Context: an optimization exercise on an open-source flow, tuned for small area. The choices shown serve that exercise and are no tape-out recipe. RTL that was checked went through simulation tests only; none was proved equivalent to the original. No functional check of the RTL was part of runs 1 and 2. The clock port is modelled as an ideal driver; clocking choices that lean on that would not hold on a real chip. Power is estimated from default activity; no workload was simulated.

==> flow/design.v <==
`timescale 1ns/1ps
module top(clk, por, master, slave, led, an, seg, reset, switch, resume);
    input clk, por, reset, switch, resume;
    input [6:0] slave;
    output reg [5:0] led;
    output reg [3:0] an;
    output reg [7:0] seg;
    output [9:0] master;
    assign master = 10'b0;
    localparam DB = 4;       
    localparam GB = 7;       
    reg [DB-1:0] q;
    reg [GB-DB-1:0] h;
    reg rst_op, rst_dl, sw_op, sw_dl, rs_op, rs_dl;
    reg [1:0] rst_c, sw_c, rs_c;
    wire e17 = &q;
    wire e22 = e17 & ~(|h);
    always @(posedge clk) begin
        if (por | rst_op) begin
            q <= {DB{1'b1}};
            h <= 0;
        end else begin
            q <= {q[DB-2:0], ~(q[DB-1] ^ q[DB-2]) ^ (&q[DB-2:0])};
            h <= h + e17;
        end
    end
    always @(posedge clk) begin
        if (por) begin
            rst_c <= 2'b00; sw_c <= 2'b00; rs_c <= 2'b00;
        end else if (e17) begin
            rst_c <= reset  ? {rst_c[1] | rst_c[0], rst_c[1] | ~rst_c[0]} : 2'b00;
            sw_c  <= switch ? {sw_c[1]  | sw_c[0],  sw_c[1]  | ~sw_c[0]}  : 2'b00;
            rs_c  <= resume ? {rs_c[1]  | rs_c[0],  rs_c[1]  | ~rs_c[0]}  : 2'b00;
        end
    end
    always @(posedge clk) begin
        if (por) begin
            rst_op <= 1'b0; rst_dl <= 1'b0;
            sw_op <= 1'b0; sw_dl <= 1'b0;
            rs_op <= 1'b0; rs_dl <= 1'b0;
        end else if (e22) begin
            rst_op <= (&rst_c) & ~rst_dl; rst_dl <= &rst_c;
            sw_op  <= (&sw_c)  & ~sw_dl;  sw_dl  <= &sw_c;
            rs_op  <= (&rs_c)  & ~rs_dl;  rs_dl  <= &rs_c;
        end
    end
    localparam [2:0] P_WAIT = 3'b000, P_HOLD = 3'b001, P_FIN = 3'b010;
    reg player;
    reg [3:0] t_a, t_b, o_a, o_b;    
    reg [1:0] r_a, r_b;
    reg [2:0] ph_a, ph_b;
    wire [6:0] z = ~slave;
    wire lo = z[0] | z[1] | z[2];
    wire hi = z[3] | z[4] | z[5] | z[6];
    wire lo2 = (z[0] & z[1]) | (z[0] & z[2]) | (z[1] & z[2]);
    wire hi2 = (z[3] & (z[4] | z[5] | z[6])) | (z[4] & (z[5] | z[6])) | (z[5] & z[6]);
    wire hit = (lo ^ hi) & ~lo2 & ~hi2;
    wire [1:0] dv = {z[6] | z[0] | z[3], z[5] | z[1] | z[3]};
    wire ten = (ph_a[1:0] == 2'b11);
    wire [1:0] sv = ph_a[1:0] + 2'd1;
    wire [4:0] od = {1'b0, o_a} - {3'b000, ten ? 2'b00 : sv};
    wire ob = od[4];                         
    wire [3:0] o_n = ob ? od[3:0] + 4'd10 : od[3:0];
    wire tdec = ten | ob;
    wire t0 = (t_a == 4'd0);
    wire bust = t0 & tdec;
    wire [3:0] t_n = t_a - {3'b000, tdec};
    wire fin = ten ? (t_a == 4'd1) & (o_a == 4'd0) : t0 & (o_a == {2'b00, sv});
    reg [3:0] n_t, n_o;
    reg [1:0] n_r;
    reg [2:0] n_ph;
    always @(*) begin
        n_t = t_a; n_o = o_a; n_r = r_a; n_ph = ph_a;
        if (ph_a[2]) begin
            if (!bust) begin n_t = t_n; n_o = o_n; end
            if (fin) n_ph = P_FIN;
            else begin
                n_ph = P_HOLD;
                n_r = r_a - 1'b1;
            end
        end else begin
            case (ph_a[1:0])
                2'b00: if (hit) n_ph = {1'b1, dv};
                2'b01: begin
                    if (r_a == 2'd0) begin
                        if (sw_op) begin n_ph = P_WAIT; n_r = 2'd3; end
                    end else if (rs_op) n_ph = P_WAIT;
                end
                default: n_r = 2'd3;
            endcase
        end
    end
    always @(posedge clk) begin
        if (por) begin
            player <= 1'b1;
            t_a <= 4'd10; o_a <= 4'd1; r_a <= 2'd3; ph_a <= P_WAIT;
            t_b <= 4'd10; o_b <= 4'd1; r_b <= 2'd3; ph_b <= P_WAIT;
        end else if (e22) begin
            if (rst_op) begin
                player <= 1'b1;
                t_a <= 4'd10; o_a <= 4'd1; r_a <= 2'd3; ph_a <= P_WAIT;
                t_b <= 4'd10; o_b <= 4'd1; r_b <= 2'd3; ph_b <= P_WAIT;
            end else if (sw_op) begin
                player <= ~player;
                t_a <= t_b; o_a <= o_b; r_a <= r_b; ph_a <= ph_b;
                t_b <= n_t; o_b <= n_o; r_b <= n_r; ph_b <= n_ph;
            end else begin
                t_a <= n_t; o_a <= n_o; r_a <= n_r; ph_a <= n_ph;
            end
        end
    end
    wire [2:0] lt = {r_a[1] & r_a[0], r_a[1], r_a[1] | r_a[0]};
    always @(*) led = player ? {3'b000, lt} : {lt, 3'b000};
    wire [1:0] count = {h[1], h[0] | (rst_op & e22)};
    wire zero = (t_a == 4'd0) & (o_a == 4'd0);
    wire hun = (t_a == 4'd10);
    function [7:0] digit;
        input [3:0] d;
        case (d)
            4'd0: digit = 8'b00000011;
            4'd1: digit = 8'b10011111;
            4'd2: digit = 8'b00100101;
            4'd3: digit = 8'b00001101;
            4'd4: digit = 8'b10011001;
            4'd5: digit = 8'b01001001;
            4'd6: digit = 8'b01000001;
            4'd7: digit = 8'b00011111;
            4'd8: digit = 8'b00000001;
            4'd9: digit = 8'b00001001;
4'd10: digit = 8'b00000011;
            default: digit = 8'b11111111;
        endcase
    endfunction
    wire [3:0] dsel = count[0] ? t_a : o_a;
    wire [7:0] dpat = digit(dsel);
    always @(*) begin
        case (count)
            2'b00: begin
                seg = zero ? 8'b11110101 : dpat;
                an = 4'b1110;
            end
            2'b01: begin
                if (zero) seg = 8'b11110011;
                else if (t_a == 4'd0) seg = 8'b11111111;
                else seg = dpat;
                an = 4'b1101;
            end
            2'b10: begin
                seg = zero ? 8'b11100101 : (hun ? 8'b10011111 : 8'b11111111);
                an = 4'b1011;
            end
            default: begin
                seg = 8'b11111111;
                an = 4'b0111;
            end
        endcase
    end
endmodule
==> flow/flow/run.sh <==
#!/bin/bash
set -euo pipefail
H=$(pwd)
sed "s#SYNTH_SCRIPT=[^ ]*#SYNTH_SCRIPT=$H/flow/synth.tcl#" standard.sh > my_standard.sh
export MY_ABC_SCRIPT=$H/flow/area.abc
export ABC_SEEDS="1 3 7 8"
export POST_CTS_TCL=$H/flow/post_cts.tcl
bash my_standard.sh ADDER_MAP_FILE= SYNTH_OPERATIONS_ARGS=-nofsm \
  "BUFFER_PORTS_ARGS=-buffer_cell sky130_fd_sc_hd__buf_1" \
  "CTS_ARGS=-sink_clustering_enable -repair_clock_nets -dont_use_dummy_load" \
  finish > make.log 2>&1
==> flow/flow/area.abc <==
&get -n
&deepsyn -T 30 -S @SEED@
&put
&get -n
&dch -f
&nf -R 1000 -F 8 -A 8 -C 32
&put
==> flow/flow/post_cts.tcl <==
set block [ord::get_db_block]
foreach inst [$block getInsts] {
  set m [[$inst getMaster] getName]
  if {![string match "sky130_fd_sc_hd__clkbuf_*" $m]} { continue }
  set out {}
  foreach it [$inst getITerms] {
    if {[$it isOutputSignal]} { set out [$it getNet] }
  }
  if {$out eq {} || $out eq "NULL"} { continue }
  if {[$out getSigType] ne "CLOCK"} { continue }
  set fo 0
  foreach it [$out getITerms] { if {[$it isInputSignal]} { incr fo } }
  if {$fo <= 12} { set new sky130_fd_sc_hd__clkbuf_4 } else { set new sky130_fd_sc_hd__clkbuf_8 }
  puts "post_cts: [$inst getName] $m fanout $fo -> $new"
  if {$new ne $m} { replace_cell [$inst getName] $new }
}
detailed_placement
check_placement -verbose
estimate_parasitics -placement
==> flow/flow/synth.tcl <==
# synth_recipe.tcl, except that the combinational logic is mapped by the ABC
# script flow/area.abc, run once for each deepsyn seed in ABC_SEEDS; the
# smallest result is kept. Registers are mapped before ABC runs and ABC
# does not see them, so they are exactly those of the standard synthesis.
set ::my_abc_script $::env(MY_ABC_SCRIPT)
set ::my_seeds $::env(ABC_SEEDS)
proc synth {args} { yosys synth -nofsm -noshare {*}$args }
proc abc {args} {
  set i [lsearch -exact $args -script]
  set libs {}
  foreach lib $::env(LIB_FILES) { lappend libs -liberty $lib }
  yosys design -save pre_abc
  set best_area {}
  set best_seed {}
  foreach seed $::my_seeds {
    yosys design -load pre_abc
    set f [open $::my_abc_script r]
    set body [string map [list @SEED@ $seed] [read $f]]
    close $f
    set scr $::env(OBJECTS_DIR)/area_$seed.abc
    set f [open $scr w]
    puts $f $body
    close $f
    set a $args
    if {$i >= 0} { lset a [expr {$i + 1}] $scr }
    yosys abc {*}$a
    yosys tee -q -o $::env(OBJECTS_DIR)/area_$seed.txt stat {*}$libs
    set f [open $::env(OBJECTS_DIR)/area_$seed.txt r]
    regexp {Chip area for module[^:]*:\s*([0-9.eE+]+)} [read $f] -> area
    close $f
    puts "ABC seed $seed: area $area"
    if {$best_area eq {} || $area < $best_area} {
      set best_area $area
      set best_seed $seed
      yosys design -save best_abc
    }
  }
  puts "ABC best seed $best_seed: area $best_area"
  yosys design -load best_abc
}
source $::env(SCRIPTS_DIR)/synth.tcl
# left out here: clear keep_hierarchy, flatten, clean up, hide names made inside functions, write 1_2_yosys.v
==> flow/standard.sh <==
#!/bin/bash
# synth_recipe.tcl (not shown) runs the flow's synth.tcl, then flattens the netlist and writes it again
# the make line also repeats each setting of config.mk as NAME=value (left out here)
make -C /OpenROAD-flow-scripts/flow DESIGN_CONFIG=/design/flow/config.mk WORK_HOME=/design/flow/orfs CLKGATE_MAP_FILE= SYNTH_SCRIPT=/design/flow/synth_recipe.tcl "${@:-finish}"
==> flow/config.mk <==
export PLATFORM = sky130hd
export DESIGN_NAME = top
export DESIGN_NICKNAME = top
export VERILOG_FILES = /design/flow/design.v
export SDC_FILE = /design/flow/constraint.sdc
export NUM_CORES = 4
export LEC_CHECK = 0
export ABC_AREA = 1
export CAP_MARGIN = 20
export CORE_MARGIN = 2
export CORE_UTILIZATION = 40
export SLEW_MARGIN = 20
==> flow/constraint.sdc <==
create_clock -name core_clock -period 11.0 [get_ports {clk}]
set_input_delay 2.2000 -clock core_clock [delete_from_list [all_inputs] [get_ports {clk}]]
set_output_delay 2.2000 -clock core_clock [all_outputs]
set_load 0.01 [all_outputs]
==> results_tabular.tex, run 1 <==
\begin{tabular}{lr}
\hline
Metric & Value \\
\hline
\multicolumn{2}{l}{\textbf{Clock tree}} \\
\quad CTS tree & built \\
\quad Number of clock sinks seen by CTS & 46 \\
\quad Clock slew seen by the registers of the worst setup and hold paths & 0.09 ns \\
\quad Clock insertion delay at the later pin of the skew report & 0.34 ns \\
\multicolumn{2}{l}{\textbf{Timing}} \\
\quad Final Hold Fails & 0 \\
\quad Final critical-path required period & approximately 6 ns \\
\quad Unrepaired setup endpoints after global routing & false \\
\quad Max-slew headroom & a little under three fifths \\
\quad Measured slew at the worst slew-check pin & 0.663 ns \\
\quad Tightest hold margin & 0.441 ns \\
\quad Share of the clock period used by the worst path & a little over half \\
\quad Achievable frequency & 170 MHz \\
\quad Slew Viols, Final & 0 \\
\quad Fin Setup TNS & 0 ns \\
\quad Final number of setup-violating endpoints & 0 \\
\quad Final clock skew & 0.0268 ns \\
\multicolumn{2}{l}{\textbf{Detailed routing}} \\
\quad WL final & approximately 5 mm \\
\quad WL/cell & 12.7 um \\
\quad Via count & roughly 2000 \\
\quad Antenna-violating nets left & 0 \\
\quad Total iterations of the first detailed-routing run & 4 \\
\quad First-iteration detailed-routing DRC count & roughly 110 \\
\quad DRC errors left & 0 \\
\quad Number of vias per cell after detailed routing & 5.24 \\
\multicolumn{2}{l}{\textbf{Logic synthesis}} \\
\quad Library cell occupying the most area in the post-synthesis netlist & sky130\_fd\_sc\_hd\_\_dfxtp\_1 \\
\quad Synthesis-stage register bit count & 46 \\
\quad Post-synthesis instance area & 2250 um\^{}2 \\
\quad Cells taking the most area after synthesis & sky130\_fd\_sc\_hd\_\_dfxtp\_1 41\%, sky130\_fd\_sc\_hd\_\_nand2\_1 7.0\%, sky130\_fd\_sc\_hd\_\_nor2\_1 6.4\% \\
\quad Number of library cell types mapped by synthesis & 39 \\
\quad Number of warning messages in the yosys log & 1 \\
\quad Synthesized instance count & around 290 \\
\quad Post-synthesis area per instance & 7.83 um\^{}2 \\
\quad Portion of the post-synthesis area used by sequential elements & between 40\% and 50\% \\
\quad Area share of the largest cell type after synthesis & around two fifths \\
\multicolumn{2}{l}{\textbf{Global routing}} \\
\quad Maximum number of pins on one net before global-route repair & 16 \\
\quad Grt ovf & 0 \\
\quad Global-route wire length before repair & 8.22 mm \\
\quad GRT Total Usage & 16.4\% \\
\quad Number of global-route vias before repair & 1790 \\
\quad Antenna violations before repair & 0 \\
\multicolumn{2}{l}{\textbf{Worst setup path}} \\
\quad Startpoint type of the worst setup path & flip-flop \\
\quad Endpoint of the worst register-to-register path & o\_a[0] \\
\quad Worst r2r path cells & 9 \\
\quad Reg2Reg Launch Point & q[1] \\
\quad CP endpoint kind & output pin \\
\quad Class of the most critical setup path & reg2out \\
\quad Worst Path Max Fanout & 7 \\
\quad Signal arrival time at the worst endpoint & 3.68 ns \\
\quad R2R Setup Slk & 8.09 ns \\
\quad Data required time at the worst endpoint & 8.80 ns \\
\multicolumn{2}{l}{\textbf{Floorplanning}} \\
\quad Vert. Die Dim & 78.9 um \\
\quad Core Footprint & 5470 um\^{}2 \\
\quad Floorplan die area & 6230 um\^{}2 \\
\quad Initial Util & 41.0\% \\
\quad Num rows & 27 \\
\quad Die W & 78.9 um \\
\quad IO Pins & 40 \\
\multicolumn{2}{l}{\textbf{Cells and area}} \\
\quad Share of the core filled with cells in the final layout & 44.8\% \\
\quad Number of standard cells in the layout, taps in and fillers out & $\sim$390 \\
\quad Number of antenna diodes & 0 \\
\quad Fraction of layout instances using a drive strength above 1 & 1.88\% \\
\quad Area growth from synthesis to final layout & 9.08\% \\
\quad Final-stage net count & $\sim$330 \\
\multicolumn{2}{l}{\textbf{Power}} \\
\quad Total leakage power & slightly above 0.9 nW \\
\quad Peak supply drop & 0.0851 mV \\
\quad Areal power density over the cells & 156 nW/um\^{}2 \\
\multicolumn{2}{l}{\textbf{Worst hold path}} \\
\quad Classification of the worst-slack hold path & reg2reg \\
\quad Endpoint, Worst Hold & rst\_dl \\
\quad Worst hold path cell count & 2 \\
\quad Hold Crit Start & rst\_dl \\
\multicolumn{2}{l}{\textbf{Status}} \\
\quad Outcome & finished clean \\
\multicolumn{2}{l}{\textbf{Placed design}} \\
\quad Final weighted congestion in routability-driven placement & 0.799 \\
\quad Number of buffers added on ports & 28 \\
\quad Total half-perimeter wirelength after legalization and detailed placement & between 3 and 4 mm \\
\quad Placed instance count & 386 \\
\multicolumn{2}{l}{\textbf{Job}} \\
\quad Number of max-capacitance violations reported & 0 \\
\hline
\end{tabular}
==> report_power, final <==
| group | total, mW | internal [mW] | switching (mW) |
|---|---|---|---|
| clock network | 0.0790 | 0.0293 | 0.0497 |
| registers | 0.188 | 0.176 | 0.0111 |
| logic | 0.117 | 0.0399 | 0.0768 |
==> cell usage after synthesis <==
cell type and instances:
sky130_fd_sc_hd__a22oi_1 5, sky130_fd_sc_hd__buf_4 11, sky130_fd_sc_hd__o22a_1 1, sky130_fd_sc_hd__nand2_1 42
sky130_fd_sc_hd__a311o_1 1, sky130_fd_sc_hd__maj3_1 2, sky130_fd_sc_hd__clkinv_1 6, sky130_fd_sc_hd__nand4_1 4
sky130_fd_sc_hd__or2_0 4, sky130_fd_sc_hd__xnor2_1 4, sky130_fd_sc_hd__nor4_1 3, sky130_fd_sc_hd__a21oi_1 28
sky130_fd_sc_hd__nand3b_1 1, sky130_fd_sc_hd__a31oi_1 2, sky130_fd_sc_hd__conb_1 2, sky130_fd_sc_hd__o21bai_1 4
sky130_fd_sc_hd__and3b_1 1, sky130_fd_sc_hd__dfxtp_1 46, sky130_fd_sc_hd__or3_1 5, sky130_fd_sc_hd__nor3_1 7
sky130_fd_sc_hd__and3_1 6, sky130_fd_sc_hd__nor2b_1 5, sky130_fd_sc_hd__a21o_1 1, sky130_fd_sc_hd__nand2b_1 2
sky130_fd_sc_hd__mux2i_1 6, sky130_fd_sc_hd__o221ai_1 1, sky130_fd_sc_hd__nor2_1 38, sky130_fd_sc_hd__nand3_1 3
sky130_fd_sc_hd__o22ai_1 5, sky130_fd_sc_hd__and2_0 2, sky130_fd_sc_hd__o31ai_1 2, sky130_fd_sc_hd__a221o_1 3
sky130_fd_sc_hd__a21boi_0 2, sky130_fd_sc_hd__o21ai_0 25, sky130_fd_sc_hd__nor3b_1 2, sky130_fd_sc_hd__o221a_1 1
sky130_fd_sc_hd__xor2_1 1, sky130_fd_sc_hd__a32o_1 1, sky130_fd_sc_hd__o211a_1 2
==> how the worst max path moves through the flow <==
stage	slack (ns)	startpoint	cells past startpoint	end
floorplan	6.00	q[0]	15	seg[1]
global placement	5.62	q[0]	16	seg[1]
detailed placement	5.48	q[0]	16	seg[1]
global route	4.63	q[0]	16	seg[1]
finish	5.12	q[1]	16	seg[1]
==> cells in the final DEF, fill, tap and decap left out, types with 6 or more instances in the layout <==
cell / count
sky130_fd_sc_hd__mux2i_1: 6
sky130_fd_sc_hd__conb_1: 11
sky130_fd_sc_hd__clkinv_1: 6
sky130_fd_sc_hd__nand2_1: 42
sky130_fd_sc_hd__nor2_1: 38
sky130_fd_sc_hd__o21ai_0: 25
sky130_fd_sc_hd__nor3_1: 7
sky130_fd_sc_hd__buf_1: 28
sky130_fd_sc_hd__dfxtp_1: 46
sky130_fd_sc_hd__a21oi_1: 28
sky130_fd_sc_hd__and3_1: 6
==> metrics by stage <==
stage | area [um^2] | total power, mW | worst slack [ns]
final | 2450 | 0.383 | 5.12
after global routing | 2450 | 0.410 | 4.63
after detailed placement | 2400 | 0.308 | 5.48
after global placement | 2400 | 0.307 | 5.62
after floorplan | 2280 | 0.274 | 6.00
==> layout make-up <==
type | count | area [um^2]
fill | 569 | 3020
multi-input combinational | 233 | 1250
sequential | 46 | 921
timing repair buffer | 29 | 113
tap | 72 | 90.1
clock buffer | 5 | 50.0
inverter | 6 | 22.5
==> critical path, stage by stage (launching register included) <==
cell and delay, ns:
sky130_fd_sc_hd__dfxtp_1 0.34, sky130_fd_sc_hd__nand2_1 0.06, sky130_fd_sc_hd__nand2_1 0.11, sky130_fd_sc_hd__nand3_1 0.19, sky130_fd_sc_hd__nor4_1 0.49, sky130_fd_sc_hd__a21o_1 0.38, sky130_fd_sc_hd__mux2i_1 0.38, sky130_fd_sc_hd__nand2_1 0.15
sky130_fd_sc_hd__o21ai_0 0.25, sky130_fd_sc_hd__a21oi_1 0.07, sky130_fd_sc_hd__nor2b_1 0.21, sky130_fd_sc_hd__o211a_1 0.20, sky130_fd_sc_hd__a21oi_1 0.09, sky130_fd_sc_hd__o21ai_0 0.10, sky130_fd_sc_hd__xnor2_1 0.14, sky130_fd_sc_hd__nand2_1 0.06
sky130_fd_sc_hd__buf_1 0.13
==> per-layer routing <==
layer / part of all wire [%] / vias up / wire (um) / GRT usage, %
li1: - / 1073 / - / -
met1: 53 / 932 / 2620 / 23.1
met2: 44 / 41 / 2170 / 25.2
met3: 3.5 / 2 / 175 / 3.18
met4: 0.24 / 0 / 12 / 5.52
met5: 0 / - / 0 / 0
==> flip-flops by register name (all words and copies together), names as in the netlist <==
signal	cells
ph_b	3
rst_op	1
t_a	4
sw_c	2
t_b	4
r_b	2
sw_op	1
rs_c	2
rst_c	2
o_b	4
player	1
q	4
r_a	2
rst_dl	1
rs_dl	1
h	3
rs_op	1
sw_dl	1
ph_a	3
o_a	4
==> kinds of logic after synthesis <==
| kind of cell | Yosys count | synth area share, % |
|---|---|---|
| AOI/OAI and AO/OA | 84 | 22.8 |
| xor gates and xnor gates | 5 | 1.95 |
| adders and majority gates | 2 | 0.891 |
| buffers and inverters | 17 | 4.68 |
| DFF | 46 | 41.0 |
| muxes | 6 | 2.67 |
| other | 2 | 0.334 |
| and+or+nand+nor | 125 | 25.6 |
==> inputs of run 2 (changes only) <==
==> flow/flow/run.sh (replaced) <==
#!/bin/bash
set -euo pipefail
H=$(pwd)
sed "s#SYNTH_SCRIPT=[^ ]*#SYNTH_SCRIPT=$H/flow/synth.tcl#" standard.sh > my_standard.sh
export MY_ABC_SCRIPT=$H/flow/area.abc
export ABC_SEEDS="1 3 7 8"
export POST_CTS_TCL=$H/flow/post_cts.tcl
bash my_standard.sh ADDER_MAP_FILE= SKIP_REPAIR_TIE_FANOUT=1 SYNTH_OPERATIONS_ARGS=-nofsm \
  "BUFFER_PORTS_ARGS=-buffer_cell sky130_fd_sc_hd__buf_1" \
  "CTS_ARGS=-sink_clustering_enable -repair_clock_nets -dont_use_dummy_load" \
  finish > make.log 2>&1
==> results_tabular.tex, run 2 <==
\begin{tabular}{lr}
\hline
Metric & Value \\
\hline
\multicolumn{2}{l}{\textbf{Cells and area}} \\
\quad Fraction of layout instances using a drive strength above 1 & 1.94\% \\
\quad Highest-count cells in the layout ignoring fill and taps & 46 x sky130\_fd\_sc\_hd\_\_dfxtp\_1, 42 x sky130\_fd\_sc\_hd\_\_nand2\_1, 38 x sky130\_fd\_sc\_hd\_\_nor2\_1, 28 x sky130\_fd\_sc\_hd\_\_a21oi\_1, 28 x sky130\_fd\_sc\_hd\_\_buf\_1 \\
\quad Post-route standard cell area excluding fillers & approximately 2400 um\^{}2 \\
\quad Final-stage net count & $\sim$320 \\
\quad Number of standard cells in the layout, taps in and fillers out & 382 \\
\quad Most common cell after layout, fill and taps aside & sky130\_fd\_sc\_hd\_\_dfxtp\_1 \\
\quad Number of antenna diodes & 0 \\
\quad Area growth from synthesis to final layout & 7.30\% \\
\multicolumn{2}{l}{\textbf{Detailed routing}} \\
\quad Antenna-violating nets left & 0 \\
\quad WL final & 4.99 mm \\
\quad WL/cell & 13.1 um \\
\quad DRC errors left & 0 \\
\quad Via count & 2025 \\
\quad Total iterations of the first detailed-routing run & 4 \\
\quad Number of vias per cell after detailed routing & 5.30 \\
\quad First-iteration detailed-routing DRC count & 71 \\
\multicolumn{2}{l}{\textbf{Worst setup path}} \\
\quad Worst setup path endpoint & seg[1] \\
\quad Startpoint type of the worst setup path & flip-flop \\
\quad Worst r2r path cells & 9 \\
\quad R2R Setup Slk & 8.14 ns \\
\quad Data required time at the worst endpoint & 8.80 ns \\
\quad Worst setup path startpoint & q[0] \\
\quad CP endpoint kind & output pin \\
\quad Signal arrival time at the worst endpoint & 3.75 ns \\
\quad Worst Path Max Fanout & 7 \\
\quad Class of the most critical setup path & reg2out \\
\quad Endpoint of the worst register-to-register path & o\_a[0] \\
\quad Reg2Reg Launch Point & q[0] \\
\multicolumn{2}{l}{\textbf{Placed design}} \\
\quad Final weighted congestion in routability-driven placement & 0.817 \\
\quad Placed instance count & 377 \\
\quad Total half-perimeter wirelength after legalization and detailed placement & around 3.6 mm \\
\quad Placed standard-cell area & 2370 um\^{}2 \\
\quad Number of buffers added on ports & 28 \\
\multicolumn{2}{l}{\textbf{Floorplanning}} \\
\quad Initial Util & 41.0\% \\
\quad Num rows & 27 \\
\quad Vert. Die Dim & 78.9 um \\
\quad Core Footprint & 5470 um\^{}2 \\
\quad IO Pins & 40 \\
\quad Die W & $\sim$80 um \\
\quad Floorplan die area & between 6000 and 7000 um\^{}2 \\
\multicolumn{2}{l}{\textbf{Global routing}} \\
\quad Antenna violations before repair & 0 \\
\quad Routing usage on met1 & 23.6\% \\
\quad Grt ovf & 0 \\
\quad Number of global-route vias before repair & 1907 \\
\quad Global-route wire length before repair & 8.77 mm \\
\quad GRT Total Usage & about 17\% \\
\quad Busiest grt layer & met2 \\
\quad Maximum number of pins on one net before global-route repair & 17 \\
\quad Met3 Use GR & between 3 and 4\% \\
\quad Global-route track usage on met2 & 27.6\% \\
\multicolumn{2}{l}{\textbf{Logic synthesis}} \\
\quad Synthesis-stage register bit count & 46 \\
\quad Synth async-reset ratio & 0\% \\
\quad Library cell occupying the most area in the post-synthesis netlist & sky130\_fd\_sc\_hd\_\_dfxtp\_1 \\
\quad Cells taking the most area after synthesis & sky130\_fd\_sc\_hd\_\_dfxtp\_1 41\%, sky130\_fd\_sc\_hd\_\_nand2\_1 7.0\%, sky130\_fd\_sc\_hd\_\_nor2\_1 6.4\% \\
\quad Post-synthesis area per instance & $\sim$7.8 um\^{}2 \\
\quad Number of warning messages in the yosys log & 1 \\
\quad Top flip-flop cell by instance count after synthesis & sky130\_fd\_sc\_hd\_\_dfxtp\_1 \\
\quad List of most frequent post-synthesis cells & 46 x sky130\_fd\_sc\_hd\_\_dfxtp\_1, 42 x sky130\_fd\_sc\_hd\_\_nand2\_1, 38 x sky130\_fd\_sc\_hd\_\_nor2\_1 \\
\quad Most used standard cell by instance count after synthesis & sky130\_fd\_sc\_hd\_\_dfxtp\_1 \\
\quad Number of enable-type register cells in the synthesized netlist & 0 \\
\quad Synthesized instance count & 287 \\
\quad Area share of the largest cell type after synthesis & 41.0\% \\
\quad Number of library cell types mapped by synthesis & 39 \\
\quad Post-synthesis instance area & 2250 um\^{}2 \\
\quad Portion of the post-synthesis area used by sequential elements & 41.0\% \\
\multicolumn{2}{l}{\textbf{Timing}} \\
\quad Fin Setup TNS & 0 ns \\
\quad Share of the clock period used by the worst path & 54.1\% \\
\quad Final number of setup-violating endpoints & 0 \\
\quad Final Hold Fails & 0 \\
\quad Final clock skew & 0.0106 ns \\
\quad Achievable frequency & 168 MHz \\
\quad Max-slew headroom & between 50\% and 60\% \\
\quad Slew Viols, Final & 0 \\
\quad Unrepaired setup endpoints after global routing & false \\
\quad Measured slew at the worst slew-check pin & 0.643 ns \\
\quad Final critical-path required period & 5.95 ns \\
\multicolumn{2}{l}{\textbf{Job}} \\
\quad Number of max-capacitance violations reported & 0 \\
\multicolumn{2}{l}{\textbf{Power}} \\
\quad Total leakage power & 0.881 nW \\
\quad Peak supply drop & 0.0651 mV \\
\quad Areal power density over the cells & about 160 nW/um\^{}2 \\
\quad Power, Total & around 0.38 mW \\
\multicolumn{2}{l}{\textbf{Clock tree}} \\
\quad Clock slew seen by the registers of the worst setup and hold paths & about 0.10 ns \\
\quad Number of clock sinks seen by CTS & 46 \\
\quad Clock insertion delay at the later pin of the skew report & approximately 0.35 ns \\
\quad CTS tree & built \\
\multicolumn{2}{l}{\textbf{Worst hold path}} \\
\quad Classification of the worst-slack hold path & reg2reg \\
\multicolumn{2}{l}{\textbf{Status}} \\
\quad Outcome & finished clean \\
\hline
\end{tabular}
-- run 2: cell counts after synthesis --
Identical to the previous run, type by type.
-- run 2: final cells by class --
cell class                      count  area (um^2)
Fill cell                         597         3060
Multi-Input combinational cell    224         1220
Sequential cell                    46          921
Timing Repair Buffer               29          113
Tap cell                           72         90.1
Clock buffer                        5         43.8
Inverter                            6         22.5
-- run 2: through the flow --
stage / hold WS, ns / utilization, % / worst slack, ns
detailed placement: 0.430 / 43.2 / 5.44
global route: 0.459 / 44.0 / 4.55
global placement: 0.425 / 43.2 / 5.61
finish: 0.447 / 44.0 / 5.05
floorplan: 0.414 / - / 6.00
-- run 2: worst min-delay path by stage --
stage / start / end / slack, ns / cells past startpoint
finish: sw_dl / sw_dl / 0.45 / 2
global route: rst_dl / rst_dl / 0.46 / 2
detailed placement: q[0] / q[1] / 0.43 / 1
global placement: q[0] / q[1] / 0.42 / 1
floorplan: q[1] / q[2] / 0.41 / 1
-- run 2: kinds of logic (layout without fill, tap and decap cells) --
| family | Yosys count | after routing | share of synthesized area (%) |
|---|---|---|---|
| and+or+nand+nor | 125 | 125 | 25.6 |
| AOI/OAI and AO/OA | 84 | 84 | 22.8 |
| DFF | 46 | 46 | 41.0 |
| buffers and inverters | 17 | 40 | 4.68 |
| muxes | 6 | 6 | 2.67 |
| xor gates and xnor gates | 5 | 5 | 1.95 |
| adders and majority gates | 2 | 2 | 0.891 |
| other | 2 | 2 | 0.334 |
-- run 2: per-layer routing --
metal | vias to the layer above | share of wire, % | wire [um]
li1 | 1061 | - | -
met1 | 922 | 52 | 2600
met2 | 35 | 43 | 2120
met3 | 7 | 3.9 | 195
met4 | 0 | 1.4 | 68
met5 | - | 0 | 0
-- run 2: power breakdown --
part	total (mW)	internal (mW)	switching [mW]
combinational	0.117	0.0399	0.0769
sequential	0.188	0.177	0.0112
clock	0.0757	0.0254	0.0503
-- run 2: worst max-delay path, stage by stage, from the launching register on --
cell,delay [ns]
sky130_fd_sc_hd__dfxtp_1,0.33
sky130_fd_sc_hd__nand2_1,0.06
sky130_fd_sc_hd__nand2_1,0.11
sky130_fd_sc_hd__nand3_1,0.18
sky130_fd_sc_hd__nor4_1,0.51
sky130_fd_sc_hd__a21o_1,0.38
sky130_fd_sc_hd__mux2i_1,0.41
sky130_fd_sc_hd__nand2_1,0.15
sky130_fd_sc_hd__o21ai_0,0.26
sky130_fd_sc_hd__a21oi_1,0.08
sky130_fd_sc_hd__nor2b_1,0.21
sky130_fd_sc_hd__o211a_1,0.20
sky130_fd_sc_hd__a21oi_1,0.10
sky130_fd_sc_hd__o21ai_0,0.10
sky130_fd_sc_hd__xnor2_1,0.14
sky130_fd_sc_hd__nand2_1,0.06
sky130_fd_sc_hd__buf_1,0.13
==> inputs of run 3 (changes only) <==
--- a/flow/design.v
+++ b/flow/design.v
@@ -28,20 +28,23 @@
         if (por) begin
             rst_c <= 2'b00; sw_c <= 2'b00; rs_c <= 2'b00;
         end else if (e17) begin
-            rst_c <= reset  ? {rst_c[1] | rst_c[0], rst_c[1] | ~rst_c[0]} : 2'b00;
-            sw_c  <= switch ? {sw_c[1]  | sw_c[0],  sw_c[1]  | ~sw_c[0]}  : 2'b00;
-            rs_c  <= resume ? {rs_c[1]  | rs_c[0],  rs_c[1]  | ~rs_c[0]}  : 2'b00;
+            rst_c <= reset  ? {rst_c[1] | rst_c[0], ~rst_c[1]} : 2'b00;
+            sw_c  <= switch ? {sw_c[1]  | sw_c[0],  ~sw_c[1]}  : 2'b00;
+            rs_c  <= resume ? {rs_c[1]  | rs_c[0],  ~rs_c[1]}  : 2'b00;
         end
     end
+    wire rst_db = rst_c[1] & ~rst_c[0];
+    wire sw_db  = sw_c[1]  & ~sw_c[0];
+    wire rs_db  = rs_c[1]  & ~rs_c[0];
     always @(posedge clk) begin
         if (por) begin
             rst_op <= 1'b0; rst_dl <= 1'b0;
             sw_op <= 1'b0; sw_dl <= 1'b0;
             rs_op <= 1'b0; rs_dl <= 1'b0;
         end else if (e22) begin
-            rst_op <= (&rst_c) & ~rst_dl; rst_dl <= &rst_c;
-            sw_op  <= (&sw_c)  & ~sw_dl;  sw_dl  <= &sw_c;
-            rs_op  <= (&rs_c)  & ~rs_dl;  rs_dl  <= &rs_c;
+            rst_op <= rst_db & ~rst_dl; rst_dl <= rst_db;
+            sw_op  <= sw_db  & ~sw_dl;  sw_dl  <= sw_db;
+            rs_op  <= rs_db  & ~rs_dl;  rs_dl  <= rs_db;
         end
     end
     localparam [2:0] P_WAIT = 3'b000, P_HOLD = 3'b001, P_FIN = 3'b010;
--- a/flow/flow/run.sh
+++ b/flow/flow/run.sh
@@ -3,7 +3,7 @@
 H=$(pwd)
 sed "s#SYNTH_SCRIPT=[^ ]*#SYNTH_SCRIPT=$H/flow/synth.tcl#" standard.sh > my_standard.sh
 export MY_ABC_SCRIPT=$H/flow/area.abc
-export ABC_SEEDS="1 3 7 8"
+export ABC_SEEDS="1 2 3 4 5 6 7 8"
 export POST_CTS_TCL=$H/flow/post_cts.tcl
 bash my_standard.sh ADDER_MAP_FILE= SKIP_REPAIR_TIE_FANOUT=1 SYNTH_OPERATIONS_ARGS=-nofsm \
   "BUFFER_PORTS_ARGS=-buffer_cell sky130_fd_sc_hd__buf_1" \
==> results_tabular.tex, run 3 <==
\begin{tabular}{lr}
\hline
Metric & Value \\
\hline
\multicolumn{2}{l}{\textbf{Power}} \\
\quad Peak supply drop & 0.105 mV \\
\quad Share of total power in the clock network & 20.5\% \\
\quad Internal power of the cells & 0.248 mW \\
\quad Areal power density over the cells & 161 nW/um\^{}2 \\
\quad Combinational power share & 30.8\% \\
\quad Power, Total & slightly below 0.4 mW \\
\quad Switching Share & 35.8\% \\
\quad Total leakage power & 0.861 nW \\
\quad Net switching power of the design & about 0.14 mW \\
\quad Part of the total power dissipated in sequential elements & 48.7\% \\
\multicolumn{2}{l}{\textbf{Timing}} \\
\quad Measured slew at the worst slew-check pin & roughly 0.9 ns \\
\quad Final Hold Fails & 0 \\
\quad Share of the clock period used by the worst path & 56.1\% \\
\quad Final number of setup-violating endpoints & 0 \\
\quad Post-route worst setup slack & between 4 and 5 ns \\
\quad Fin Setup TNS & 0 ns \\
\quad Final clock skew & between 0.03 and 0.04 ns \\
\quad Unrepaired setup endpoints after global routing & false \\
\quad Achievable frequency & 162 MHz \\
\quad Max-slew headroom & 39.3\% \\
\quad Slew Viols, Final & 0 \\
\quad Final critical-path required period & 6.17 ns \\
\multicolumn{2}{l}{\textbf{Worst hold path}} \\
\quad Hold Crit Start & rst\_dl \\
\quad Classification of the worst-slack hold path & reg2reg \\
\multicolumn{2}{l}{\textbf{Worst setup path}} \\
\quad Reg2Reg Launch Point & q[0] \\
\quad CP endpoint kind & output pin \\
\quad Class of the most critical setup path & reg2out \\
\quad CP Buf/Inv Count & 2 \\
\quad Data required time at the worst endpoint & 8.80 ns \\
\quad Worst Path Max Fanout & 11 \\
\quad Largest stage delay, worst path & 0.57 ns \\
\quad CP cell instances & nand2\_1 > nand2\_1 > nand3\_1 > nor4\_1 > a21oi\_1 > mux2i\_1 > nand2\_1 > and2\_0 > nor3\_1 > a21o\_1 > clkinv\_1 > o21ai\_0 > o21ai\_0 > a21oi\_1 > buf\_1 \\
\quad Worst path top cell family by delay & simple AND/OR/NAND/NOR gates \\
\quad Most repeated library cell on the critical path & sky130\_fd\_sc\_hd\_\_nand2\_1 \\
\quad Startpoint type of the worst setup path & flip-flop \\
\quad Critical-path cell with the highest stage delay & sky130\_fd\_sc\_hd\_\_nor4\_1 \\
\quad Signal arrival time at the worst endpoint & 3.97 ns \\
\quad Worst setup path startpoint & q[0] \\
\multicolumn{2}{l}{\textbf{Detailed routing}} \\
\quad Total iterations of the first detailed-routing run & 5 \\
\quad WL final & 4.89 mm \\
\quad Via count & 2019 \\
\quad DRC errors left & 0 \\
\quad Number of vias per cell after detailed routing & 5.36 \\
\quad First-iteration detailed-routing DRC count & 150 \\
\quad WL/cell & 13.0 um \\
\quad Antenna-violating nets left & 0 \\
\multicolumn{2}{l}{\textbf{Global routing}} \\
\quad Number of global-route vias before repair & 1796 \\
\quad Grt ovf & 0 \\
\quad GRT Total Usage & between 10\% and 20\% \\
\quad Global-route wire length before repair & 8.30 mm \\
\quad Antenna violations before repair & 0 \\
\quad Maximum number of pins on one net before global-route repair & 18 \\
\multicolumn{2}{l}{\textbf{Cells and area}} \\
\quad Number of antenna diodes & 0 \\
\quad Number of filler cells placed in the layout & roughly 560 \\
\quad Multi-input gate area in the final layout & about 1200 um\^{}2 \\
\quad Area growth from synthesis to final layout & 7.64\% \\
\quad Post-route standard cell area excluding fillers & between 2000 and 2500 um\^{}2 \\
\quad Most common cell after layout, fill and taps aside & sky130\_fd\_sc\_hd\_\_dfxtp\_1 \\
\quad Final-stage net count & 319 \\
\quad Sequential cell area & 921 um\^{}2 \\
\quad Fraction of layout instances using a drive strength above 1 & 1.97\% \\
\quad Number of standard cells in the layout, taps in and fillers out & about 380 \\
\quad Highest-count cells in the layout ignoring fill and taps & 46 x sky130\_fd\_sc\_hd\_\_dfxtp\_1, 42 x sky130\_fd\_sc\_hd\_\_nor2\_1, 30 x sky130\_fd\_sc\_hd\_\_nand2\_1, 28 x sky130\_fd\_sc\_hd\_\_a21oi\_1, 28 x sky130\_fd\_sc\_hd\_\_buf\_1 \\
\multicolumn{2}{l}{\textbf{Logic synthesis}} \\
\quad Synthesis-stage register bit count & 46 \\
\quad Number of warning messages in the yosys log & 1 \\
\quad Most used standard cell by instance count after synthesis & sky130\_fd\_sc\_hd\_\_dfxtp\_1 \\
\quad Portion of the post-synthesis area used by sequential elements & between 40 and 50\% \\
\quad Adder and majority gate portion of the synthesized area & 0\% \\
\quad Library cell occupying the most area in the post-synthesis netlist & sky130\_fd\_sc\_hd\_\_dfxtp\_1 \\
\quad Post-synthesis xor/xnor area fraction & 1.57\% \\
\quad Number of enable-type register cells in the synthesized netlist & 0 \\
\quad Dominant combinational cell family by area after synthesis & compound AO/OA/AOI/OAI gates \\
\quad Synthesized instance count & approximately 280 \\
\quad Mux contribution to synthesized area & $\sim$1.8\% \\
\quad Number of library cell types mapped by synthesis & 38 \\
\quad Area share of the largest cell type after synthesis & between 40\% and 50\% \\
\quad List of most frequent post-synthesis cells & 46 x sky130\_fd\_sc\_hd\_\_dfxtp\_1, 42 x sky130\_fd\_sc\_hd\_\_nor2\_1, 30 x sky130\_fd\_sc\_hd\_\_nand2\_1 \\
\quad Synth async-reset ratio & 0\% \\
\quad Top flip-flop cell by instance count after synthesis & sky130\_fd\_sc\_hd\_\_dfxtp\_1 \\
\quad Synthesized-area fraction occupied by ao, oa, aoi and oai cells & 25.1\% \\
\quad Cells taking the most area after synthesis & sky130\_fd\_sc\_hd\_\_dfxtp\_1 41\%, sky130\_fd\_sc\_hd\_\_nor2\_1 7.1\%, sky130\_fd\_sc\_hd\_\_a21oi\_1 6.3\% \\
\quad Simple-gate portion of the synthesized area & 24.7\% \\
\quad Post-synthesis area per instance & 7.89 um\^{}2 \\
\quad Post-synthesis instance area & 2230 um\^{}2 \\
\multicolumn{2}{l}{\textbf{Floorplanning}} \\
\quad Num rows & 27 \\
\quad IO Pins & 40 \\
\quad Floorplan die area & 6180 um\^{}2 \\
\quad Initial Util & between 40\% and 50\% \\
\quad Core Footprint & 5440 um\^{}2 \\
\quad Vert. Die Dim & 78.6 um \\
\quad Die W & $\sim$79 um \\
\multicolumn{2}{l}{\textbf{Placed design}} \\
\quad Placed standard-cell area & 2350 um\^{}2 \\
\quad Final weighted congestion in routability-driven placement & 0.841 \\
\quad Total half-perimeter wirelength after legalization and detailed placement & around 3.5 mm \\
\quad Placed instance count & between 300 and 400 \\
\quad Minimum setup slack after placement & 5.25 ns \\
\quad Number of buffers added on ports & 28 \\
\multicolumn{2}{l}{\textbf{Status}} \\
\quad Outcome & finished clean \\
\multicolumn{2}{l}{\textbf{Clock tree}} \\
\quad Clock slew seen by the registers of the worst setup and hold paths & 0.08 ns \\
\quad Clock insertion delay at the later pin of the skew report & about 0.35 ns \\
\quad Number of clock sinks seen by CTS & 46 \\
\quad CTS tree & built \\
\multicolumn{2}{l}{\textbf{Job}} \\
\quad Number of max-capacitance violations reported & 0 \\
\hline
\end{tabular}
[run 3: cell count changes after synthesis, moves of 3 or more]
| cell | before | now |
|---|---|---|
| sky130_fd_sc_hd__a211oi_1 | 0 | 4 |
| sky130_fd_sc_hd__a21o_1 | 1 | 4 |
| sky130_fd_sc_hd__a222oi_1 | 0 | 3 |
| sky130_fd_sc_hd__a22o_1 | 0 | 3 |
| sky130_fd_sc_hd__and2_0 | 2 | 5 |
| sky130_fd_sc_hd__and3_1 | 6 | 2 |
| sky130_fd_sc_hd__nand2_1 | 42 | 30 |
| sky130_fd_sc_hd__nand2b_1 | 2 | 6 |
| sky130_fd_sc_hd__nand4_1 | 4 | 1 |
| sky130_fd_sc_hd__nor2_1 | 38 | 42 |
| sky130_fd_sc_hd__o21ai_0 | 25 | 20 |
[run 3: power by group through the flow]
stage                     Sequential, mW  Clock (mW)  Combinational (mW)
after floorplan                    0.189           0              0.0873
after global placement             0.192           0               0.119
after detailed placement           0.192           0               0.120
after global routing               0.191      0.0898               0.136
final                              0.188      0.0791               0.119
[run 3: layer usage]
layer	share of wire, %	wire (um)	vias to the layer above	track usage, %
met2	48	2320	33	29.0
met1	49	2390	927	21.2
li1	-	-	1057	-
met5	0	0	-	0
met3	3.0	149	2	4.48
met4	0.47	23	0	4.21
[run 3: worst reg2reg max path, cell delays in order (launching register included)]
cell and delay [ns]:
sky130_fd_sc_hd__dfxtp_1 0.33, sky130_fd_sc_hd__nand2_1 0.05, sky130_fd_sc_hd__nand2_1 0.10, sky130_fd_sc_hd__nand3_1 0.17, sky130_fd_sc_hd__nor4_1 0.57, sky130_fd_sc_hd__nor2_1 0.08
sky130_fd_sc_hd__buf_4 0.23, sky130_fd_sc_hd__nor2_1 0.45, sky130_fd_sc_hd__and2_0 0.76, sky130_fd_sc_hd__a22oi_1 0.12, sky130_fd_sc_hd__o21ai_0 0.14
[run 3: cell families (layout without fill, tap and decap cells)]
family,Yosys count,count (layout)
AO/OA/AOI/OAI,89,89
XOR/XNOR,4,4
buffers and inverters,19,42
flip-flops,46,46
multiplexers,4,4
other,2,2
AND/OR/NAND/NOR,118,118
[run 3: cell type report]
| type | count | share of cell area, % |
|---|---|---|
| clock buffers | 5 | 2.09 |
| inverters | 8 | 1.25 |
| multi-input cells | 217 | 49.8 |
| flip-flops and latches | 46 | 38.4 |
| well taps | 72 | 3.76 |
| repair buffers | 29 | 4.70 |
[run 3: final timing paths]
check | end | cells past startpoint | slack (ns)
worst max register to register | o_a[2] | 10 | 7.96
worst max-delay path | seg[5] | 15 | 4.83
worst min register to register | rst_dl | 2 | 0.44
worst min-delay path | rst_dl | 2 | 0.44
[run 3: through the flow]
stage / hold WS (ns) / util (%)
after floorplan: 0.414 / -
after global placement: 0.426 / 43.1
after detailed placement: 0.432 / 43.1
after global routing: 0.467 / 44.1
final: 0.444 / 44.1
==> inputs of run 4 (changes only) <==
--- a/flow/design.v
+++ b/flow/design.v
@@ -116,23 +116,19 @@
     always @(*) led = player ? {3'b000, lt} : {lt, 3'b000};
     wire [1:0] count = {h[1], h[0] | (rst_op & e22)};
     wire zero = (t_a == 4'd0) & (o_a == 4'd0);
-    wire hun = (t_a == 4'd10);
+    wire hun = t_a[3] & t_a[1];      
     function [7:0] digit;
         input [3:0] d;
-        case (d)
-            4'd0: digit = 8'b00000011;
-            4'd1: digit = 8'b10011111;
-            4'd2: digit = 8'b00100101;
-            4'd3: digit = 8'b00001101;
-            4'd4: digit = 8'b10011001;
-            4'd5: digit = 8'b01001001;
-            4'd6: digit = 8'b01000001;
-            4'd7: digit = 8'b00011111;
-            4'd8: digit = 8'b00000001;
-            4'd9: digit = 8'b00001001;
-4'd10: digit = 8'b00000011;
-            default: digit = 8'b11111111;
-        endcase
+        begin
+            digit[7] = (~d[3] & ~d[2] & ~d[1] & d[0]) | (d[2] & ~d[1] & ~d[0]);
+            digit[6] = (d[2] & d[1] & ~d[0]) | (d[2] & ~d[1] & d[0]);
+            digit[5] = ~d[3] & ~d[2] & d[1] & ~d[0];
+            digit[4] = (d[2] & ~d[1] & ~d[0]) | (~d[3] & ~d[2] & ~d[1] & d[0]) | (d[2] & d[1] & d[0]);
+            digit[3] = (d[2] & ~d[1]) | d[0];
+            digit[2] = (d[1] & d[0]) | (~d[3] & ~d[2] & d[0]) | (~d[3] & ~d[2] & d[1]);
+            digit[1] = (~d[3] & ~d[2] & ~d[1]) | (d[3] & d[1]) | (d[2] & d[1] & d[0]);
+            digit[0] = 1'b1;
+        end
     endfunction
     wire [3:0] dsel = count[0] ? t_a : o_a;
     wire [7:0] dpat = digit(dsel);
==> results_tabular.tex, run 4 <==
\begin{tabular}{lr}
\hline
Metric & Value \\
\hline
\multicolumn{2}{l}{\textbf{Cells and area}} \\
\quad Highest-count cells in the layout ignoring fill and taps & 46 x sky130\_fd\_sc\_hd\_\_dfxtp\_1, 42 x sky130\_fd\_sc\_hd\_\_nand2\_1, 35 x sky130\_fd\_sc\_hd\_\_o21ai\_0, 33 x sky130\_fd\_sc\_hd\_\_nor2\_1, 28 x sky130\_fd\_sc\_hd\_\_buf\_1 \\
\quad Area growth from synthesis to final layout & 7.22\% \\
\quad Sequential cell area & 921 um\^{}2 \\
\quad Multi-input gate area in the final layout & 1180 um\^{}2 \\
\quad Most common cell after layout, fill and taps aside & sky130\_fd\_sc\_hd\_\_dfxtp\_1 \\
\quad Number of antenna diodes & 0 \\
\quad Final-stage net count & 317 \\
\quad Fraction of layout instances using a drive strength above 1 & around 2.3\% \\
\quad Number of filler cells placed in the layout & 555 \\
\multicolumn{2}{l}{\textbf{Timing}} \\
\quad Fin Setup TNS & 0 ns \\
\quad Final number of setup-violating endpoints & 0 \\
\quad Unrepaired setup endpoints after global routing & false \\
\quad Achievable frequency & $\sim$170 MHz \\
\quad Max-slew headroom & between 30\% and 40\% \\
\quad Tightest hold margin & about 0.43 ns \\
\quad Measured slew at the worst slew-check pin & just over 0.9 ns \\
\quad Final critical-path required period & 5.73 ns \\
\quad Slew Viols, Final & 0 \\
\quad Final clock skew & between 0.02 and 0.025 ns \\
\quad Final Hold Fails & 0 \\
\quad Share of the clock period used by the worst path & around 52\% \\
\multicolumn{2}{l}{\textbf{Logic synthesis}} \\
\quad Number of warning messages in the yosys log & 1 \\
\quad Library cell occupying the most area in the post-synthesis netlist & sky130\_fd\_sc\_hd\_\_dfxtp\_1 \\
\quad Portion of the post-synthesis area used by sequential elements & 41.9\% \\
\quad Post-synthesis area per instance & slightly below 8 um\^{}2 \\
\quad Most used standard cell by instance count after synthesis & sky130\_fd\_sc\_hd\_\_dfxtp\_1 \\
\quad Post-synthesis instance area & 2200 um\^{}2 \\
\quad Cells taking the most area after synthesis & sky130\_fd\_sc\_hd\_\_dfxtp\_1 42\%, sky130\_fd\_sc\_hd\_\_o21ai\_0 8.2\%, sky130\_fd\_sc\_hd\_\_nand2\_1 7.2\% \\
\quad Top flip-flop cell by instance count after synthesis & sky130\_fd\_sc\_hd\_\_dfxtp\_1 \\
\quad Area share of the largest cell type after synthesis & 41.9\% \\
\quad List of most frequent post-synthesis cells & 46 x sky130\_fd\_sc\_hd\_\_dfxtp\_1, 42 x sky130\_fd\_sc\_hd\_\_nand2\_1, 36 x sky130\_fd\_sc\_hd\_\_o21ai\_0 \\
\quad Synth async-reset ratio & 0\% \\
\quad Number of library cell types mapped by synthesis & 37 \\
\quad Synthesized instance count & 281 \\
\quad Synthesis-stage register bit count & 46 \\
\quad Number of enable-type register cells in the synthesized netlist & 0 \\
\multicolumn{2}{l}{\textbf{Worst setup path}} \\
\quad Data required time at the worst endpoint & 8.80 ns \\
\quad CP endpoint kind & output pin \\
\quad Startpoint type of the worst setup path & flip-flop \\
\quad Signal arrival time at the worst endpoint & 3.53 ns \\
\quad Class of the most critical setup path & reg2out \\
\quad Worst Path Max Fanout & 9 \\
\multicolumn{2}{l}{\textbf{Global routing}} \\
\quad Antenna violations before repair & 0 \\
\quad Global-route wire length before repair & approximately 8.3 mm \\
\quad Maximum number of pins on one net before global-route repair & 17 \\
\quad GRT Total Usage & 16.7\% \\
\quad Number of global-route vias before repair & 1756 \\
\quad Grt ovf & 0 \\
\multicolumn{2}{l}{\textbf{Detailed routing}} \\
\quad Total iterations of the first detailed-routing run & 4 \\
\quad First-iteration detailed-routing DRC count & 160 \\
\quad WL/cell & 12.9 um \\
\quad Number of vias per cell after detailed routing & between 5 and 6 \\
\quad DRC errors left & 0 \\
\quad Via count & between 1500 and 2000 \\
\quad WL final & about 4.8 mm \\
\quad Antenna-violating nets left & 0 \\
\multicolumn{2}{l}{\textbf{Floorplanning}} \\
\quad Die W & 78.2 um \\
\quad Num rows & 26 \\
\quad IO Pins & 40 \\
\quad Vert. Die Dim & 78.2 um \\
\quad Initial Util & 42.3\% \\
\quad Core Footprint & around 5200 um\^{}2 \\
\quad Floorplan die area & slightly above 6000 um\^{}2 \\
\multicolumn{2}{l}{\textbf{Placed design}} \\
\quad Total half-perimeter wirelength after legalization and detailed placement & 3.37 mm \\
\quad Final weighted congestion in routability-driven placement & 0.780 \\
\quad Number of buffers added on ports & 28 \\
\multicolumn{2}{l}{\textbf{Clock tree}} \\
\quad Clock insertion delay at the later pin of the skew report & 0.35 ns \\
\quad Clock slew seen by the registers of the worst setup and hold paths & 0.12 ns \\
\quad CTS tree & built \\
\quad Number of clock sinks seen by CTS & 46 \\
\multicolumn{2}{l}{\textbf{Power}} \\
\quad Total leakage power & between 0.8 and 0.9 nW \\
\quad Peak supply drop & 0.0912 mV \\
\quad Areal power density over the cells & 159 nW/um\^{}2 \\
\quad Power, Total & 0.374 mW \\
\multicolumn{2}{l}{\textbf{Status}} \\
\quad Outcome & finished clean \\
\multicolumn{2}{l}{\textbf{Job}} \\
\quad Number of max-capacitance violations reported & 0 \\
\multicolumn{2}{l}{\textbf{Worst hold path}} \\
\quad Classification of the worst-slack hold path & reg2reg \\
\hline
\end{tabular}
-- run 4: changes by cell type in the layout (fill, tap and decap cells not counted), sizes merged, moves of 4 or more --
cell	delta
a21oi	-10
o21ai	+16
nor3	-4
nor2	-7
a211oi	-4
nand2	+12
-- run 4: layout make-up --
class / count / share of cell area (%)
Timing Repair Buffer: 28 / 4.46
Multi-Input combinational cell: 218 / 50.0
Sequential cell: 46 / 39.0
Clock buffer: 5 / 1.86
Inverter: 6 / 0.955
Tap cell: 70 / 3.71
-- run 4: worst paths after layout --
check	endpoint	slack, ns	from	cells past startpoint
hold / removal	rst_op	0.43	rst_dl	1
setup / recovery	seg[2]	5.27	q[0]	14
hold reg to reg	rst_op	0.43	rst_dl	1
setup reg to reg	o_a[3]	7.81	q[0]	9
-- run 4: worst max-delay path: stages (launching register included) --
cell and delay [ns]:
sky130_fd_sc_hd__dfxtp_1 0.35, sky130_fd_sc_hd__nand2_1 0.05, sky130_fd_sc_hd__nand2_1 0.09, sky130_fd_sc_hd__nand3_1 0.19
sky130_fd_sc_hd__nor4_1 0.67, sky130_fd_sc_hd__a21o_1 0.42, sky130_fd_sc_hd__mux2i_1 0.39, sky130_fd_sc_hd__and2_0 0.24
sky130_fd_sc_hd__o211ai_1 0.09, sky130_fd_sc_hd__nand3_1 0.17, sky130_fd_sc_hd__nand2_1 0.07, sky130_fd_sc_hd__nand3_1 0.11
sky130_fd_sc_hd__nor3_1 0.06, sky130_fd_sc_hd__a21oi_1 0.12, sky130_fd_sc_hd__buf_1 0.16
-- run 4: per-layer routing --
metal,track usage (%),routed length [um]
met2,24.6,1920
met1,24.2,2560
met3,3.79,237
met4,5.09,79
met5,0,0
-- run 4: logic make-up (layout without fill, tap and decap cells) --
group	Yosys count	after routing	share of synthesized area (%)
multiplexers	4	4	1.82
AND/OR/NAND/NOR	119	119	24.6
other	2	2	0.341
adder cells (fa/ha/maj)	1	1	0.455
XOR/XNOR	7	7	2.79
flip-flops	46	46	41.9
AO/OA/AOI/OAI	85	85	23.3
buffers and inverters	17	39	4.78
-- run 4: report_power, final --
| part | switching [mW] | internal [mW] |
|---|---|---|
| combinational | 0.0726 | 0.0389 |
| clock | 0.0488 | 0.0254 |
| sequential | 0.0118 | 0.177 |
| total | 0.133 | 0.241 |
-- run 4: metrics by stage --
stage	utilization [%]	setup WS (ns)	instance area, um^2	std cells
final	45.3	5.27	2360	373
after global routing	45.3	4.70	2360	373
after detailed placement	44.4	5.74	2310	368
after global placement	44.4	5.92	2310	368
after floorplan	-	6.07	2200	281
==> inputs of run 5 (changes only) <==
--- a/flow/flow/run.sh
+++ b/flow/flow/run.sh
@@ -3,7 +3,7 @@
 H=$(pwd)
 sed "s#SYNTH_SCRIPT=[^ ]*#SYNTH_SCRIPT=$H/flow/synth.tcl#" standard.sh > my_standard.sh
 export MY_ABC_SCRIPT=$H/flow/area.abc
-export ABC_SEEDS="1 2 3 4 5 6 7 8"
+export ABC_SEEDS="1 2 3 4 5 6 7 8 9 10 11 12 13 14 15 16"
 export POST_CTS_TCL=$H/flow/post_cts.tcl
 bash my_standard.sh ADDER_MAP_FILE= SKIP_REPAIR_TIE_FANOUT=1 SYNTH_OPERATIONS_ARGS=-nofsm \
   "BUFFER_PORTS_ARGS=-buffer_cell sky130_fd_sc_hd__buf_1" \
==> results_tabular.tex, run 5 <==
\begin{tabular}{lr}
\hline
Metric & Value \\
\hline
\multicolumn{2}{l}{\textbf{Worst setup path}} \\
\quad CP Buf/Inv Count & 1 \\
\quad CP endpoint kind & output pin \\
\quad CP cell instances & nand2\_1 > nand2\_1 > nand3\_1 > nor4\_1 > a21o\_1 > mux2i\_1 > and2\_0 > o211ai\_1 > nand3\_1 > nand2\_1 > nand3\_1 > nor3\_1 > a21oi\_1 > buf\_1 \\
\quad Worst Path Max Fanout & 9 \\
\quad Signal arrival time at the worst endpoint & 3.53 ns \\
\quad Worst path top cell family by delay & simple AND/OR/NAND/NOR gates \\
\quad Data required time at the worst endpoint & 8.80 ns \\
\quad Largest stage delay, worst path & 0.67 ns \\
\quad Startpoint type of the worst setup path & flip-flop \\
\quad Critical-path cell with the highest stage delay & sky130\_fd\_sc\_hd\_\_nor4\_1 \\
\quad Class of the most critical setup path & reg2out \\
\multicolumn{2}{l}{\textbf{Floorplanning}} \\
\quad Initial Util & 42.3\% \\
\quad Floorplan die area & 6110 um\^{}2 \\
\quad Die W & 78.2 um \\
\quad IO Pins & 40 \\
\quad Num rows & 26 \\
\quad Core Footprint & $\sim$5200 um\^{}2 \\
\quad Vert. Die Dim & 78.2 um \\
\multicolumn{2}{l}{\textbf{Placed design}} \\
\quad Number of buffers added on ports & 28 \\
\quad Total half-perimeter wirelength after legalization and detailed placement & 3.37 mm \\
\quad Final weighted congestion in routability-driven placement & 0.780 \\
\multicolumn{2}{l}{\textbf{Timing}} \\
\quad Final critical-path required period & 5.73 ns \\
\quad Final Hold Fails & 0 \\
\quad Measured slew at the worst slew-check pin & 0.932 ns \\
\quad Achievable frequency & 174 MHz \\
\quad Slew Viols, Final & 0 \\
\quad Final clock skew & 0.0233 ns \\
\quad Tightest hold margin & 0.427 ns \\
\quad Share of the clock period used by the worst path & approximately 52\% \\
\quad Max-slew headroom & 37.3\% \\
\quad Fin Setup TNS & 0 ns \\
\quad Unrepaired setup endpoints after global routing & false \\
\quad Final number of setup-violating endpoints & 0 \\
\multicolumn{2}{l}{\textbf{Global routing}} \\
\quad Global-route wire length before repair & approximately 8.3 mm \\
\quad Grt ovf & 0 \\
\quad GRT Total Usage & 16.7\% \\
\quad Number of global-route vias before repair & 1756 \\
\quad Maximum number of pins on one net before global-route repair & 17 \\
\quad Antenna violations before repair & 0 \\
\multicolumn{2}{l}{\textbf{Detailed routing}} \\
\quad WL/cell & 12.9 um \\
\quad Total iterations of the first detailed-routing run & 4 \\
\quad DRC errors left & 0 \\
\quad Antenna-violating nets left & 0 \\
\quad Number of vias per cell after detailed routing & 5.32 \\
\quad Via count & slightly below 2000 \\
\quad WL final & 4.80 mm \\
\quad First-iteration detailed-routing DRC count & 160 \\
\multicolumn{2}{l}{\textbf{Cells and area}} \\
\quad Final-stage net count & 317 \\
\quad Number of antenna diodes & 0 \\
\quad Number of filler cells placed in the layout & about 560 \\
\quad Fraction of layout instances using a drive strength above 1 & 2.31\% \\
\quad Most common cell after layout, fill and taps aside & sky130\_fd\_sc\_hd\_\_dfxtp\_1 \\
\quad Area growth from synthesis to final layout & 7.22\% \\
\quad Highest-count cells in the layout ignoring fill and taps & 46 x sky130\_fd\_sc\_hd\_\_dfxtp\_1, 42 x sky130\_fd\_sc\_hd\_\_nand2\_1, 35 x sky130\_fd\_sc\_hd\_\_o21ai\_0, 33 x sky130\_fd\_sc\_hd\_\_nor2\_1, 28 x sky130\_fd\_sc\_hd\_\_buf\_1 \\
\multicolumn{2}{l}{\textbf{Logic synthesis}} \\
\quad Synthesized instance count & 281 \\
\quad Area share of the largest cell type after synthesis & 41.9\% \\
\quad Synth async-reset ratio & 0\% \\
\quad Portion of the post-synthesis area used by sequential elements & 41.9\% \\
\quad Cells taking the most area after synthesis & sky130\_fd\_sc\_hd\_\_dfxtp\_1 42\%, sky130\_fd\_sc\_hd\_\_o21ai\_0 8.2\%, sky130\_fd\_sc\_hd\_\_nand2\_1 7.2\% \\
\quad Number of enable-type register cells in the synthesized netlist & 0 \\
\quad Post-synthesis area per instance & a little under 8 um\^{}2 \\
\quad Most used standard cell by instance count after synthesis & sky130\_fd\_sc\_hd\_\_dfxtp\_1 \\
\quad Post-synthesis instance area & 2200 um\^{}2 \\
\quad Synthesis-stage register bit count & 46 \\
\quad Number of warning messages in the yosys log & 1 \\
\quad Top flip-flop cell by instance count after synthesis & sky130\_fd\_sc\_hd\_\_dfxtp\_1 \\
\quad Library cell occupying the most area in the post-synthesis netlist & sky130\_fd\_sc\_hd\_\_dfxtp\_1 \\
\quad Number of library cell types mapped by synthesis & 37 \\
\quad List of most frequent post-synthesis cells & 46 x sky130\_fd\_sc\_hd\_\_dfxtp\_1, 42 x sky130\_fd\_sc\_hd\_\_nand2\_1, 36 x sky130\_fd\_sc\_hd\_\_o21ai\_0 \\
\multicolumn{2}{l}{\textbf{Worst hold path}} \\
\quad Classification of the worst-slack hold path & reg2reg \\
\multicolumn{2}{l}{\textbf{Power}} \\
\quad Part of the total power dissipated in sequential elements & just over 50\% \\
\quad Switching Share & a little over a third \\
\quad Power, Total & 0.374 mW \\
\quad Combinational power share & 29.8\% \\
\quad Areal power density over the cells & 159 nW/um\^{}2 \\
\quad Total leakage power & $\sim$0.83 nW \\
\quad Peak supply drop & 0.0912 mV \\
\quad Net switching power of the design & 0.133 mW \\
\quad Internal power of the cells & 0.241 mW \\
\quad Share of total power in the clock network & 19.8\% \\
\multicolumn{2}{l}{\textbf{Status}} \\
\quad Outcome & finished clean \\
\multicolumn{2}{l}{\textbf{Job}} \\
\quad Number of max-capacitance violations reported & 0 \\
\multicolumn{2}{l}{\textbf{Clock tree}} \\
\quad Number of clock sinks seen by CTS & 46 \\
\quad CTS tree & built \\
\quad Clock insertion delay at the later pin of the skew report & 0.35 ns \\
\quad Clock slew seen by the registers of the worst setup and hold paths & 0.12 ns \\
\hline
\end{tabular}
-- run 5: cell counts in the layout (fill, tap and decap cells not counted) --
Identical to the previous run, type by type.
-- run 5: per-layer routing --
metal	vias up	track usage (%)	wire length, um
li1	1039	-	-
met1	895	24.2	2560
met2	45	24.6	1920
met3	7	3.79	237
met4	0	5.09	79
met5	-	0	0
-- run 5: metrics by stage --
step	area (um^2)	util, %	std cells	setup WS (ns)
final	2360	45.3	373	5.27
after global routing	2360	45.3	373	4.70
after detailed placement	2310	44.4	368	5.74
after global placement	2310	44.4	368	5.92
after floorplan	2200	-	281	6.07
-- run 5: kinds of logic (layout without fill, tap and decap cells) --
kind of cell | after synthesis | count (layout) | synth area share, %
and+or+nand+nor | 119 | 119 | 24.6
AOI/OAI and AO/OA | 85 | 85 | 23.3
DFF | 46 | 46 | 41.9
buffers and inverters | 17 | 39 | 4.78
xor gates and xnor gates | 7 | 7 | 2.79
muxes | 4 | 4 | 1.82
other | 2 | 2 | 0.341
adders and majority gates | 1 | 1 | 0.455
-- run 5: worst paths after layout --
kind	slack [ns]	start	endpoint	cells past startpoint
setup reg to reg	7.81	q[0]	o_a[3]	9
hold reg to reg	0.43	rst_dl	rst_op	1
hold / removal	0.43	rst_dl	rst_op	1
setup / recovery	5.27	q[0]	seg[2]	14
-- run 5: cell type report --
cell class,instances,area [um^2],area share [%]
multi-input combinational,218,1180,50.0
clock buffer,5,43.8,1.86
tap,70,87.6,3.71
timing repair buffer,28,105,4.46
inverter,6,22.5,0.955
sequential,46,921,39.0
-- run 5: power by group through the flow --
stage	Combinational [mW]	Sequential, mW	Clock [mW]
global route	0.127	0.191	0.0839
detailed placement	0.111	0.192	0
floorplan	0.0826	0.189	0
global placement	0.111	0.192	0
finish	0.112	0.188	0.0742

## what the ideal ports hide
In the flow no input, the clock included, has a driving cell. The finished layouts below were timed again as built, in two steps. Step 1 sets driving cells, clkbuf_16 on the clock port and buf_2 on the other inputs (assumed; they add their load-dependent delay and slew). Step 2 also shifts input and output timing later by t, the mid clock arrival at the registers, as if the neighbouring blocks saw the same clock. Slacks: no drivers / after step 1 / after step 2; pairs: no drivers / after step 1.
run | t (ns) | setup slack, ns | hold WS [ns] | worst setup path after step 2 | pins driven straight from the clock port
run 1 | 0.349 | 5.124 / 5.102 / 5.451 | 0.441 / 0.441 / 0.441 | register to output | 1
run 2 | 0.364 | 5.052 / 5.029 / 5.393 | 0.447 / 0.447 / 0.447 | register to output | 1
run 3 | 0.357 | 4.830 / 4.805 / 5.162 | 0.444 / 0.444 / 0.444 | register to output | 1
run 4 | 0.356 | 5.268 / 5.246 / 5.602 | 0.427 / 0.427 / 0.427 | register to output | 1
run 5 | 0.356 | 5.268 / 5.246 / 5.602 | 0.427 / 0.427 / 0.427 | register to output | 1
After both steps setup and hold are still met in every run listed.
